This design comes from an exercise in tuning for small area on the open sky130 flow, not from production work. Only simulation tests tie the RTL to the original design; equivalence was not proved.

==> flow/design.v (outline; a module is shown in full before it is edited, if it fits) <==
// module Controller: 40 lines
// module SpSram10x16: 18 lines
// module DelayChain: 16 lines
// module MacUnit: 5210 lines
// module FullAdd: 4 lines
// module SelDec: 5 lines
// module HalfAdd: 4 lines
// module FinalSumAB: 98 lines
// module FinalSumOut: 75 lines
// module ReConf_FirFilter: 51 lines
module ReConf_FirFilter (
    input              iClk12M,
    input              iRsn,
    input              iEnSample600k,
    input              iCoeffUpdateFlag,
    input      [2:0]   iFirIn,
    input      [5:0]   iNumOfCoeff,
    input      [5:0]   iAddrRam,
    input      [15:0]  iWrDtRam,
    output reg [15:0]  oFirOut
);
  // ...
==> flow/flow/run.sh <==
#!/bin/bash
set -euo pipefail
here=$(pwd)
bash standard.sh SYNTH_SCRIPT="$here/flow/synth.tcl" finish > "$here/flow_make.log" 2>&1
==> flow/flow/abc.script <==
strash
dch -f
amap
topo
stime -c
==> flow/flow/synth.tcl <==
set my_abc_script [file join [file dirname [file normalize [info script]]] abc.script]
set ::env(SYNTH_KEEP_MODULES) "FullAdd HalfAdd SelDec"
proc synth {args} { yosys synth -nofsm -noshare -noabc {*}$args }
proc abc {args} {
  set i [lsearch -exact $args -script]
  if { $i >= 0 } { lset args [expr {$i + 1}] $::my_abc_script }
  yosys abc {*}$args
}
proc extract_fa {args} { yosys extract_fa {*}$args FullAdd HalfAdd }
source $::env(SCRIPTS_DIR)/synth.tcl
# left out here: clear keep_hierarchy, flatten, clean up, hide names made inside functions, write 1_2_yosys.v
==> flow/standard.sh <==
#!/bin/bash
# synth_recipe.tcl (not shown) runs the flow's synth.tcl, then flattens the netlist and writes it again
# the make line also repeats each setting of config.mk as NAME=value (left out here)
make -C /OpenROAD-flow-scripts/flow DESIGN_CONFIG=/design/flow/config.mk WORK_HOME=/design/flow/orfs CLKGATE_MAP_FILE= SYNTH_SCRIPT=/design/flow/synth_recipe.tcl "${@:-finish}"
==> flow/config.mk <==
export PLATFORM = sky130hd
export DESIGN_NAME = ReConf_FirFilter
export DESIGN_NICKNAME = ReConf_FirFilter
export VERILOG_FILES = /design/flow/design.v
export SDC_FILE = /design/flow/constraint.sdc
export NUM_CORES = 4
export LEC_CHECK = 0
export ABC_AREA = 1
export CAP_MARGIN = 10
export CELL_PAD_IN_SITES_DETAIL_PLACEMENT = 1
export CELL_PAD_IN_SITES_GLOBAL_PLACEMENT = 1
export CORE_MARGIN = 2
export CORE_UTILIZATION = 45
export CTS_CLUSTER_DIAMETER = 100
export CTS_CLUSTER_SIZE = 30
export GPL_TIMING_DRIVEN = 0
export SETUP_SLACK_MARGIN = 0.1
export SLEW_MARGIN = 10
==> flow/constraint.sdc <==
create_clock -name core_clock -period 12.0 [get_ports {iClk12M}]
set_input_delay 2.4000 -clock core_clock [delete_from_list [all_inputs] [get_ports {iClk12M}]]
set_output_delay 2.4000 -clock core_clock [all_outputs]
set_load 0.01 [all_outputs]
==> flow_summary.json, run 1 <==
{
  "outcome": "finished clean",
  "layout_commonest_cell": "fa_1",
  "report.final.slew_viol_count": 0,
  "cp.required_ns": 12.57,
  "ys_async_rst_share_pct": 53.0,
  "cts_tree": "yes",
  "worst_hold_slack_ns": 0.367,
  "initial_utilization_pct": 45.4,
  "unrepaired_setup_endpoints_after_global_routing": "no",
  "tap_cells": 1186,
  "filler_cells_inserted": 9296,
  "wl_per_cell_um": 43.9,
  "critical_path.max_stage_delay_ns": 0.83,
  "cts_repair_resize_count": 0,
  "global_route.usage.met3_pct": 7.05,
  "synth_common_cells": "fa_1, a222oi_1, clkinv_1, nor2_1, edfxtp_1",
  "top_metal_layer_carrying_routed_signals": "met4",
  "synth_largest_type_area_fraction_pct": 43.5,
  "root_buffer": "clkbuf_16",
  "worstReg2RegEnd": "rABN[14]$_DFFE_PN1P_",
  "detail_route.drc_violations": 0,
  "synth_top_family_by_area": "adder cells",
  "dominant_cell_type_by_count_on_the_critical_path": "fa_1",
  "synthesis.yosys.warnings": 5,
  "critical_path.max_fanout": 13,
  "top_usage_layer": "met2"
}
==> run 2: changes to the inputs <==
--- a/flow/config.mk
+++ b/flow/config.mk
@@ -15,4 +15,4 @@
 export CTS_CLUSTER_SIZE = 30
 export GPL_TIMING_DRIVEN = 0
-export SETUP_SLACK_MARGIN = 0.1
+export SETUP_SLACK_MARGIN = 0.3
 export SLEW_MARGIN = 10
==> flow_summary.json, run 2 <==
{
  "outcome": "finished clean",
  "cp_top_family": "adder cells",
  "groute.usage.overall_pct": 41.5,
  "hold_viol": 0,
  "wl_per_cell_um": 43.9,
  "critical-path-slowest-cell": "fa_1",
  "critPathKind": "reg2reg",
  "drtPass1Iterations": 14,
  "transition_time_of_the_tightest_slew_check_pin_ns": 1.23,
  "synth_common_cells": "fa_1, a222oi_1, clkinv_1, nor2_1, edfxtp_1",
  "most_used_cells_in_the_layout_excluding_fill_and_tap_cells": "fa_1, a222oi_1, clkinv_1",
  "detail_route.drc_violations": 0,
  "post-synth-top-area-cell": "fa_1",
  "crit_path_start_kind": "register",
  "critical_path.max_stage_delay_ns": 1.26,
  "cts_tree": "yes",
  "min-delay-path-class": "reg2reg",
  "worst_ep_arrival_time_ns": 12.07,
  "cts_buffers": 22,
  "cp.required_ns": 12.57,
  "number_of_core_rows": 111,
  "rr_startpoint": "ram_inst.rMem[4][0]$_DFFE_PP_",
  "layout_commonest_cell": "fa_1",
  "dieArea_sq_um": 95000,
  "synth_ff_type": "edfxtp_1",
  "synth.area.mux_share_pct": 0,
  "grt_first_pass_wirelength_um": 282000,
  "root_buffer": "clkbuf_16",
  "core-area_sq_um": 91700,
  "synth_sequential_area_ratio_pct": 23.0,
  "antennaDiodeCount": 0,
  "synthesis.yosys.warnings": 5,
  "multiInputGateArea_sq_um": 30700,
  "fin_setup_tns_ns": 0,
  "first_global_vias": 40017,
  "drt-initial-drc-count": 11430,
  "synth_top_family_by_area": "adder cells",
  "clkTransAtPathRegs_ns": 0.11,
  "yosys.area_share.xor_xnor_pct": 0,
  "report.final.slew_viol_count": 0,
  "post_synth_fa_ha_maj_area_fraction_pct": 43.9,
  "slew_headroom_pct": 17.7,
  "crit_cells": 23,
  "routed-via-count": 37602,
  "final_net_count": 4245,
  "maximum_number_of_pins_on_one_net_before_global_route_repair": 119,
  "critPathCaptureType": "register",
  "ctsHtreeMaxLevel": 1,
  "skew_ns": 0.0468,
  "synth_cell_type_count": 25,
  "worst_hold_path.num_cells": 0,
  "post_synthesis_share_of_cell_area_spent_on_and_or_nand_and_nor_gates_pct": 4.16,
  "postCtsHoldBufs": 0,
  "routed_wirelength_um": 197000,
  "post_synth_instance_area_sq_um": 41600,
  "worstPathBufferInverterCount": 1,
  "antenna_found_initial": 0,
  "unrepaired_setup_endpoints_after_global_routing": "no",
  "biggestRegsByFlops": "ram_inst.rMem x160, delay_chain_inst.rLine x120, rABN x36",
  "synth_largest_type_area_fraction_pct": 43.5,
  "grt_overflow_total": 0,
  "areaGrowthSynthToFinish_pct": 7.55,
  "fmaxAchievable_mhz": 87.0,
  "worst_setup_margin_ns": 0.504,
  "final_layout_size_suffix_gt1_share_pct": 3.26,
  "worstRegToRegCells": 23,
  "crit_start": "ram_inst.rMem[4][0]$_DFFE_PP_",
  "antenna_violating_nets_post_route": 0,
  "critical_path.cell_chain": "ha_1 > fa_1 > fa_1 > fa_1 > a222oi_1 > fa_1 > fa_1 > clkinv_1 > fa_1 > fa_1 > fa_1 > fa_1 > fa_1 > fa_1 > fa_1 > fa_1 > fa_1 > fa_1 > fa_1 > fa_1 > fa_1 > fa_1 > o22a_1",
  "die_width_um": 308,
  "gp_congestion": 1.05,
  "sequential_cell_area_sq_um": 9560,
  "timing.final.setup_violations": 0,
  "netlist_top_cells_area": "fa_1, a222oi_1, edfxtp_1",
  "ys_ff_latch": 349,
  "syn_avg_cell_area_sq_um": 13.0,
  "hold_path.startpoint": "controller_inst.oRdMode$_DFF_PN0_",
  "min_period_ns": 11.50,
  "worst_skew_pair.late_latency_ns": 0.63,
  "dominant_cell_type_by_count_on_the_critical_path": "fa_1",
  "die-height_um": 308,
  "largest_register_ff_count": 160,
  "initial_utilization_pct": 45.4,
  "drv.max_cap_violation_count": 0,
  "syn-instance-count": 3202,
  "ios": 51,
  "timing.final.crit_share_pct": 95.8,
  "ys_async_rst_share_pct": 53.0,
  "detailed_place_hpwl_um": 160000,
  "finished_cell_area_sq_um": 44800,
  "filler_cells_inserted": 9298,
  "portBuffers": 48,
  "yosys.cell_count.top_type": "fa_1",
  "max-clock-path-buffers": 3,
  "cts_num_sinks": 349,
  "reg2reg_setup_slack_ns": 0.50,
  "synth_compound_area_share_pct": 25.5,
  "postPlaceCellArea_sq_um": 43900,
  "count_of_flip_flops_with_a_built_in_enable_after_synthesis": 160,
  "largest_register": "ram_inst.rMem",
  "mappedNetlistNets": 4154,
  "place_worst_setup_slack_ns": 0.372,
  "routed_via_density": 8.37,
  "critical_path.max_fanout": 13
}
[run 2: cell counts after synthesis]
Identical to the previous run, type by type.
[run 2: per-layer routing]
layer | global-route usage (%) | up-vias | wire length, um
li1 | - | 13609 | -
met1 | 54.8 | 19308 | 69800
met2 | 62.9 | 3786 | 86100
met3 | 7.05 | 899 | 24200
met4 | 28.1 | 0 | 17100
met5 | 0 | - | 0
[run 2: layout make-up]
cell class,instances,area share [%]
multi-input cells,2463,68.4
clock inverters,14,0.598
inverters,390,3.28
well taps,1186,3.31
flip-flops and latches,349,21.3
repair buffers,67,1.70
clock buffers,26,1.31
[run 2: modules after synthesis, one instance, submodules excluded]
module	copies in the design	cells
FullAdd	904	1
HalfAdd	13	1
ReConf_FirFilter	1	1685
SelDec	120	5
[run 2: logic make-up after synthesis]
logic type               Yosys count
AO/OA/AOI/OAI                   1101
adder cells (fa/ha/maj)          917
buffers and inverters            390
flip-flops                       349
AND/OR/NAND/NOR                  445
[run 2: worst paths after layout]
| check | to |
|---|---|
| hold / removal | controller_inst.oRdMode1$_DFF_PN0_ |
| setup reg to reg | rABN[14]$_DFFE_PN1P_ |
| setup / recovery | rABN[14]$_DFFE_PN1P_ |
| hold reg to reg | controller_inst.oRdMode1$_DFF_PN0_ |
| max in group asynchronous | controller_inst.oRdMode1$_DFF_PN0_ |
| min in group asynchronous | delay_chain_inst.rLine[0]$_DFFE_PN0P_ |
[run 2: timing repair]
action                                  4_1_cts  5_1_grt
resized for setup                             0        1
hold endpoints to repair                      0        0
endpoints found under the setup margin        0        3
buffers inserted                              0        6
[run 2: metrics by stage]
stage               instances  util [%]  hold WS, ns
global placement         4436      47.6        0.333
global route             4495      48.9        0.377
detailed placement       4449      47.9        0.343
floorplan                3202         -        0.331
CTS                      4489      48.8        0.369
finish                   4495      48.9        0.367

==> static timing again, ports no longer ideal <==
The flow's constraints put no driver on any port. The routed layouts listed below were extracted and timed again, unchanged, in two steps. Step 1 assumes that a clkbuf_16 drives the clock port and a buf_2 every other input. Step 2 moves the port delays by t, midway between the first and last clock arrival at a register: inputs arrive t later, outputs are due t later. That takes back most of the time a late clock gives input paths. Three values: ideal, step 1, step 2; two values: the first two.
run	t, ns	slack for setup (ns)	clock arrival spread, ns	slew at the worst register clock pin (ns)
run 1	0.686	0.325 / 0.325 / 0.325	0.049 / 0.049	0.12 / 0.12
run 2	0.686	0.504 / 0.504 / 0.504	0.053 / 0.053	0.12 / 0.12
After both steps setup and hold are still met in every run listed.
